Background: an optimization exercise with open tools, aiming at small area. Do not read the settings as production practice.
In this exercise RTL edits were held to simulation tests only and were not proved equivalent to the original.
Power is estimated from default activity; no workload was simulated.

Setup of job 8879:
// snake_top
module snake_top(
	input CLOCK_50,
	input [4:0] KEY,            
	output [3:0] VGA_R,
	output [3:0] VGA_G,
	output [3:0] VGA_B,
	output VGA_HS,
	output VGA_VS,
	output [6:0] HEX0,
	output [6:0] HEX1,
	output [6:0] HEX2,
	output [6:0] HEX3,
	output [6:0] HEX4,
	output [6:0] HEX5
);
wire reset = ~KEY[4];
reg clk25;
reg [9:0] hcount;
reg [9:0] vcount;
wire [9:0] vinc = vcount + 10'd1;
wire hend = hcount[9] && hcount[8] && hcount[4:0] == 5'd31;    
always @(posedge CLOCK_50 or posedge reset) begin
	if (reset) begin
		clk25 <= 0;
		hcount <= 0;
		vcount <= 0;
	end else begin
		clk25 <= ~clk25;
		if (!clk25) begin
			if (hend) begin
				hcount <= 0;
				vcount <= (vcount[9] && vcount[3] && vcount[2]) ? 10'd0 : vinc;    
			end else
				hcount <= hcount + 10'd1;
		end
	end
end
assign VGA_HS = ~((hcount >= 656) && (hcount < 752));
assign VGA_VS = ~((vcount >= 490) && (vcount < 492));
wire display_on = (hcount < 640) && (vcount < 480);
reg ld;
reg [2:0] qt;          
reg [3:0] qo;          
reg [5:0] w;           
wire j0 = (qt == 0) && (qo == 0);
wire tick = ld && (w == 63);
always @(posedge CLOCK_50 or posedge reset) begin
	if (reset) begin
		ld <= 0;
		qt <= 0;
		qo <= 0;
		w <= 62;
	end else begin
		if ((j0 && !ld) || tick)
			w <= w + 6'd1;
		if (ld) begin
			if (!tick) begin
				ld <= 0;
				qt <= 6;
				qo <= 3;
			end
		end else if (j0) begin
			ld <= 1;
		end else if (qo == 0) begin
			qo <= 9;
			qt <= qt - 3'd1;
		end else
			qo <= qo - 4'd1;
	end
end
reg [1:0] direction;
always @(posedge CLOCK_50 or posedge reset) begin
	if (reset)
		direction <= 2'b01;
	else begin
		if (KEY[0] && direction != 2'b10) direction <= 2'b00;
		else if (KEY[1] && direction != 2'b11) direction <= 2'b01;
		else if (KEY[2] && direction != 2'b00) direction <= 2'b10;
		else if (KEY[3] && direction != 2'b01) direction <= 2'b11;
	end
end
reg game_over;
reg [5:0] hx;
reg [4:0] hy;
reg [5:0] ax;
reg [4:0] ay;
reg [5:0] lfsr_x;
reg [4:0] lfsr_y;
reg [3:0] lt;          
reg [3:0] lo;          
reg sat;               
reg [2:0] zt;          
reg [3:0] zo;          
reg [5:0] tx;          
reg [4:0] ty;
reg lc_d;              
reg coll;              
reg [5:0] clr_x;       
reg clr_f;
reg [1:0] ring [0:64];
wire [1:0] tap = ring[64];
  ...
For scale: ~1,400 cells after synthesis, about 310 flip-flops, about 62 I/O pins.
clock: 20.0 ns
lec_check: 0
cap_margin: 20
core_margin: 2
core_utilization: 60
slew_margin: 20
standard.sh (not shown) runs the stock make flow with config.mk's settings and CLKGATE_MAP_FILE= SYNTH_SCRIPT=/design/flow/synth_recipe.tcl, a recipe that flattens the netlist after the stock synthesis.
==> flow/flow/run.sh <==
#!/bin/bash
# The standard ORFS layout (standard.sh, unchanged) with two settings
# passed through the environment:
#  - the port buffers that buffer_ports inserts use the smallest buffer
#    (every input and output port still gets its own buffer);
#  - clock tree synthesis clusters the flip-flops up to 10 to a buffer
#    within 40 um, uses clkbuf_4 and adds no dummy loads.
# standard.sh's output goes to standard.log; ORFS keeps each tool's log
# under orfs/logs/.
set -o pipefail
export BUFFER_PORTS_ARGS="-buffer_cell sky130_fd_sc_hd__buf_1"
export CTS_ARGS="-sink_clustering_enable -repair_clock_nets -sink_clustering_size 10 -sink_clustering_max_diameter 50 -buf_list sky130_fd_sc_hd__clkbuf_4 -dont_use_dummy_load"
bash standard.sh > standard.log 2>&1
> inputs changed (job 8879 -> job 895)
--- a/flow/flow/run.sh
+++ b/flow/flow/run.sh
@@ -12 +12 @@
-export CTS_ARGS="-sink_clustering_enable -repair_clock_nets -sink_clustering_size 10 -sink_clustering_max_diameter 50 -buf_list sky130_fd_sc_hd__clkbuf_4 -dont_use_dummy_load"
+export CTS_ARGS="-sink_clustering_enable -repair_clock_nets -sink_clustering_size 10 -sink_clustering_max_diameter 40 -buf_list sky130_fd_sc_hd__clkbuf_4 -dont_use_dummy_load"
### Flow results
Across job 895 and job 8879, none had a timing, DRC or antenna violation.
Re cell area after technology mapping: no difference whatsoever between job 895 and job 8879.
Any difference in per-instance average area after synthesis between job 8879 and job 895 is small enough to ignore.
Comparing job 8879 against job 895, there is no change at all in post-synthesis async set-or-reset flop share.
[compare] base=job 8879 new=job 895: worst hold slack grew by 20 ps; final cell count held steady; final cycle utilization of the critical path held steady.
diff inputs: job 895 => job 1745
Settings: CTS_CLUSTER_DIAMETER now 60, previously not set; CTS_BUF_LIST now sky130_fd_sc_hd__clkbuf_8, previously not set; CTS_CLUSTER_SIZE now 16, previously not set.
==> flow/run.sh (new file) <==
#!/bin/bash
# synth_recipe.tcl (not shown) runs the flow's synth.tcl, then flattens the netlist and writes it again
# the make line also repeats each setting of config.mk as NAME=value (left out here)
make -C /OpenROAD-flow-scripts/flow DESIGN_CONFIG=/design/flow/config.mk WORK_HOME=/design/flow/orfs CLKGATE_MAP_FILE= SYNTH_SCRIPT=/design/flow/synth_recipe.tcl finish
removed: flow/flow/run.sh
removed: flow/standard.sh
Findings:
Diff job 1745 and job 895: share of the clock period used by the worst path after layout higher in job 1745
Compared with job 895, job 1745 shows a higher switching share of power.
Relative to job 895, post-layout minimum cycle time has gone up in job 1745.
As far as y dimension of the die goes, job 895 and job 1745 are indistinguishable; the numbers are identical.
| area growth from synthesis to layout | job 1745 vs job 895 | 3.3 points higher |
Between job 1745 and job 895, it is job 1745 whose final net count is lower, by 17.
From job 1745 to job 895, count of flip-flops and latches did not move at all.
Smallest setup slack after layout delta (job 1745 − job 895): unfavourable
Against job 895, power in job 1745 came out worse.
Here is what was changed in the inputs of job 9309 compared with job 1745.
Settings: CTS_CLUSTER_DIAMETER: 60 -> unset; CTS_CLUSTER_SIZE: 16 -> unset; CTS_BUF_LIST: sky130_fd_sc_hd__clkbuf_8 -> unset.
==> flow/flow/run.sh (new file) <==
#!/bin/bash
# The standard ORFS layout (standard.sh, unchanged) with two settings
# passed through the environment:
#  - the port buffers that buffer_ports inserts use the smallest buffer
#    (every input and output port still gets its own buffer);
#  - clock tree synthesis clusters the flip-flops up to 10 to a buffer
#    within 40 um, uses clkbuf_4 and adds no dummy loads.
# standard.sh's output goes to standard.log; ORFS keeps each tool's log
# under orfs/logs/.
set -o pipefail
export BUFFER_PORTS_ARGS="-buffer_cell sky130_fd_sc_hd__buf_1"
export CTS_ARGS="-sink_clustering_enable -repair_clock_nets -sink_clustering_size 11 -sink_clustering_max_diameter 40 -buf_list sky130_fd_sc_hd__clkbuf_4 -dont_use_dummy_load"
bash standard.sh > standard.log 2>&1
==> flow/standard.sh (new file) <==
#!/bin/bash
# synth_recipe.tcl (not shown) runs the flow's synth.tcl, then flattens the netlist and writes it again
# the make line also repeats each setting of config.mk as NAME=value (left out here)
make -C /OpenROAD-flow-scripts/flow DESIGN_CONFIG=/design/flow/config.mk WORK_HOME=/design/flow/orfs CLKGATE_MAP_FILE= SYNTH_SCRIPT=/design/flow/synth_recipe.tcl "${@:-finish}"
removed: flow/run.sh
Findings:
Job 1745 -> job 9309: number of cells on the critical path delta 0, exact match. Job 9309 reports a lower first-pass GRT wire length than job 1745 does. Relative to job 1745, global routing usage summed across all routing layers has gone up in job 9309. Looking at pre-CTS setup slack, job 9309 sits above job 1745. Between job 9309 and job 1745, it is job 9309 whose worst path arrival time is lower, by 370 ps. In the route summary, job 9309 ends up with a via count exceeding that of job 1745. Design area | job 9309 below job 1745. | clock edge transition at the registers on the reported setup and hold paths | job 9309 vs job 1745 | ≈ equal |. [job 9309] power fell 10% relative to job 1745.

* * *

Another version of the RTL of snake_top (not shown whole).
Size: about 1400 cells after synthesis, about 310 flip-flops, ~62 I/O pins.
export LEC_CHECK = 0
export CAP_MARGIN = 20
export CORE_MARGIN = 2
export CORE_UTILIZATION = 60
export SLEW_MARGIN = 20
create_clock -name core_clock -period 20.0 [get_ports {CLOCK_50}]
==> flow/flow/run.sh <==
#!/bin/bash
# The standard ORFS layout (standard.sh, unchanged) with two settings
# passed through the environment:
#  - the port buffers that buffer_ports inserts use the smallest buffer
#    (every input and output port still gets its own buffer);
#  - clock tree synthesis clusters the flip-flops 16 to a buffer within
#    60 um, uses clkbuf_8 and adds no dummy loads.
# standard.sh's output goes to standard.log; ORFS keeps each tool's log
# under orfs/logs/.
set -o pipefail
export BUFFER_PORTS_ARGS="-buffer_cell sky130_fd_sc_hd__buf_1"
export CTS_ARGS="-sink_clustering_enable -repair_clock_nets -sink_clustering_size 16 -sink_clustering_max_diameter 60 -buf_list sky130_fd_sc_hd__clkbuf_8 -dont_use_dummy_load"
bash standard.sh > standard.log 2>&1
The baseline went through all stages and came out clean.
Then changed:
==> flow/flow/run.sh (replaced) <==
#!/bin/bash
# The standard ORFS layout (standard.sh, unchanged) with two settings
# passed through the environment:
#  - the port buffers that buffer_ports inserts use the smallest buffer
#    (every input and output port still gets its own buffer);
#  - clock tree synthesis clusters the flip-flops up to 10 to a buffer
#    within 40 um, uses clkbuf_4 and adds no dummy loads.
# standard.sh's output goes to standard.log; ORFS keeps each tool's log
# under orfs/logs/.
set -o pipefail
export BUFFER_PORTS_ARGS="-buffer_cell sky130_fd_sc_hd__buf_1"
export CTS_ARGS="-sink_clustering_enable -repair_clock_nets -sink_clustering_size 10 -sink_clustering_max_diameter 40 -buf_list sky130_fd_sc_hd__clkbuf_4 -dont_use_dummy_load"
bash standard.sh > standard.log 2>&1
Core utilization decreases by 0.30 points.
Fmax decreases slightly.
Clock power decreases by a little under a tenth.
Then changed:
--- a/flow/flow/run.sh
+++ b/flow/flow/run.sh
@@ -5,4 +5,4 @@
 #    (every input and output port still gets its own buffer);
-#  - clock tree synthesis clusters the flip-flops up to 10 to a buffer
-#    within 40 um, uses clkbuf_4 and adds no dummy loads.
+#  - clock tree synthesis clusters the flip-flops 16 to a buffer within
+#    60 um, uses clkbuf_8 and adds no dummy loads.
 # standard.sh's output goes to standard.log; ORFS keeps each tool's log
The new run produced a clean layout. Cell area stays the same. Die area stays the same. Fmax is unchanged. Flip-flop and latch count stays the same. Clock power stays flat. Sequential share of layout area is unchanged. Synthesized cell count stays the same. Critical path depth is unchanged. Total power does not change.

separate check: timing with driven ports:
The flow's constraints put no driver on any port. The routed layouts listed below were extracted and timed again, unchanged, in two steps.
Step 1 assumes that a clkbuf_16 drives the clock port and a buf_2 every other input.
Step 2 moves the port delays by t, midway between the first and last clock arrival at a register: inputs arrive t later, outputs are due t later. That takes back most of the time a late clock gives input paths.
a / b / c = ideal ports / drivers / drivers and shift; a / b = the first two.
run | t (ns) | slack for setup (ns) | worst setup path after step 2 | clock arrival spread, ns
job 8879 | 0.653 | 12.193 / 12.150 / 12.803 | register to output | 0.102 / 0.103
job 895 | 0.659 | 12.219 / 12.179 / 12.838 | register to output | 0.087 / 0.088
job 1745 | 0.627 | 11.823 / 11.779 / 12.407 | register to output | 0.018 / 0.019
job 9309 | 0.650 | 12.194 / 12.154 / 12.804 | register to output | 0.084 / 0.084
the first run of note 2 | 0.607 | 12.564 / 12.519 / 13.127 | register to output | 0.054 / 0.053
the second run of note 2 | 0.671 | 12.441 / 12.401 / 13.072 | register to output | 0.084 / 0.084
the third run of note 2 | 0.671 | 12.441 / 12.401 / 13.072 | register to output | 0.084 / 0.084
After both steps setup and hold are still met in every run listed.
